Source: an optimization exercise on an open RTL-to-GDS flow (aim: small area, a short achievable clock period and few clock cycles per item). Production flows keep margins and buffers that such runs may drop. Function was checked by simulation only, so behaviour that the tests miss may differ from the original.

// MCycle
module MCycle
#(
    parameter WIDTH = 32
)
(
    input CLK,
    input RESET,
    input Start,
    input [1:0] MCycleOp,
    input [WIDTH-1:0] Operand1,
    input [WIDTH-1:0] Operand2,
    output [WIDTH-1:0] Result,
    output Busy
);
    reg        busy;
    reg [1:0]  op;
    reg [1:0]  stg;
    reg [4:0]  cnt;
    reg        one_q, two_q, neg_q, cin_q;    
    reg        one1_q, two1_q, neg1_q;        
    reg [31:0] R, X, Y;
    reg [8:0]  E;
    reg [7:0]  E2;    
    reg [4:0]  F;     
    reg        A3;    
    assign Result = R;
    assign Busy = busy;
    function [32:0] padd;
        input [31:0] a, b;
        input cin;
        reg [32:0] g, p, G, P;
        integer l, i, j;
        begin
            g = {a & b, cin};
            p = {a ^ b, 1'b0};
            G = g; P = p;
            for (l = 0; l < 6; l = l + 1)
                for (i = 0; i < 33; i = i + 1)
                    if ((i >> l) & 1) begin
                        j = ((i >> l) << l) - 1;
                        G[i] = G[i] | (P[i] & G[j]);
                        P[i] = P[i] & P[j];
                    end
            padd = {G[32], p[32:1] ^ G[31:0]};
        end
    endfunction
    function [5:0] lzc32;
        input [31:0] v;
        reg [31:0] z1; reg [15:0] z2; reg [7:0] z3; reg [3:0] z4; reg [1:0] z5;
        reg [15:0] c2; reg [15:0] c3; reg [11:0] c4; reg [7:0] c5;
        integer k;
        begin
            z1 = ~v;
            for (k = 0; k < 16; k = k + 1) begin
                z2[k] = z1[2*k+1] & z1[2*k];
                c2[k] = z1[2*k+1];
            end
            for (k = 0; k < 8; k = k + 1) begin
                z3[k] = z2[2*k+1] & z2[2*k];
                c3[2*k+1 -: 2] = z2[2*k+1] ? {1'b1, c2[2*k]} : {1'b0, c2[2*k+1]};
            end
            for (k = 0; k < 4; k = k + 1) begin
                z4[k] = z3[2*k+1] & z3[2*k];
                c4[3*k+2 -: 3] = z3[2*k+1] ? {1'b1, c3[4*k+1 -: 2]} : {1'b0, c3[4*k+3 -: 2]};
            end
            for (k = 0; k < 2; k = k + 1) begin
                z5[k] = z4[2*k+1] & z4[2*k];
                c5[4*k+3 -: 4] = z4[2*k+1] ? {1'b1, c4[6*k+2 -: 3]} : {1'b0, c4[6*k+5 -: 3]};
            end
            lzc32 = (z5[1] & z5[0]) ? 6'd32 : z5[1] ? {2'b01, c5[3:0]} : {2'b00, c5[7:4]};
        end
    endfunction
  ...
For scale: roughly 3000 cells after synthesis, roughly 140 flip-flops, about 100 I/O pins.
Settings: LEC_CHECK=0, ABC_AREA=1, CAP_MARGIN=20, CORE_MARGIN=2, CORE_UTILIZATION=25, GPL_ROUTABILITY_DRIVEN=1, SETUP_SLACK_MARGIN=2.8, SLEW_MARGIN=20, SYNTH_HIERARCHICAL=1, TNS_END_PERCENT=10; clock period 6.5 ns.
run.sh (not shown) runs the stock make flow with config.mk's settings and CLKGATE_MAP_FILE= SYNTH_SCRIPT=/design/flow/synth_recipe.tcl, a recipe that flattens the netlist after the stock synthesis.
The first run completed with no timing, DRC or antenna violations.
Testbench counts at the start, summed over its fixed seeds: cycles 14,740, items 1,920.
Change:
Settings changed: CORE_UTILIZATION 25 to 22, SETUP_SLACK_MARGIN 2.8 to 3.1.
Core utilization came out lower by 3.4 points.
Critical path depth came out higher by 1.
Setup slack gets better by 34 ps.
Via count came out higher by 1.1%.
Routed wire length came out higher by 4.5%.
Synthesized cell count stays the same.
Sequential share of layout area came out lower by 0.14 points.
Fmax came out higher by 0.88%.
Change:
Settings changed: CORE_UTILIZATION 22 to 30, SETUP_SLACK_MARGIN 3.1 to 2.9.
Design area goes down by about 4%.
Core utilization goes up by 8.5 points.
Fmax goes down by about 3.2%.
Wire length goes down by 2.7%.
Count of clock-buffer cells in the layout goes down by 4.
Synthesized area stays the same.
Sequential share of layout area goes up by 0.60 points.
Setup slack loses 130 ps.
Synthesized cell count stays the same.
Change:
Settings changed: CORE_UTILIZATION 30 to 25.
Maximum frequency goes up by 1.9%.
Utilization goes down by 6.0 points.
Global-route usage fell by 5.7 points.
Worst setup slack improved by 74 ps.

## afterwards: timing with drivers on the ports
In the flow no input, the clock included, has a driving cell. The finished layouts below were timed again as built, in two steps.
Step 1, drivers: a clkbuf_16 drives CLK and a buf_2 each remaining input, both assumed.
Step 2, shift: input delay + t, output delay - t, t = (earliest + latest rising clock arrival at the registers) / 2. This alone moves slack from input paths to output paths.
Slacks: ideal / step 1 / step 2; pairs: ideal / step 1.
| run | t (ns) | slack for setup (ns) | latest minus earliest clock arrival (ns) | pins driven straight from the clock port |
|---|---|---|---|---|
| the first run | 0.539 | 2.652 / 2.652 / 2.200 | 0.015 / 0.016 | 1 |
| the second run | 0.539 | 2.685 / 2.685 / 2.225 | 0.016 / 0.016 | 1 |
| the third run | 0.528 | 2.558 / 2.558 / 2.176 | 0.017 / 0.017 | 1 |
| the fourth run | 0.525 | 2.632 / 2.665 / 2.140 | 0.014 / 0.014 | 1 |
After both steps setup and hold are still met in every run listed. The setup slack of the fourth run, which loses most, moves by +0.033 ns with the drivers and by -0.492 ns with both steps.
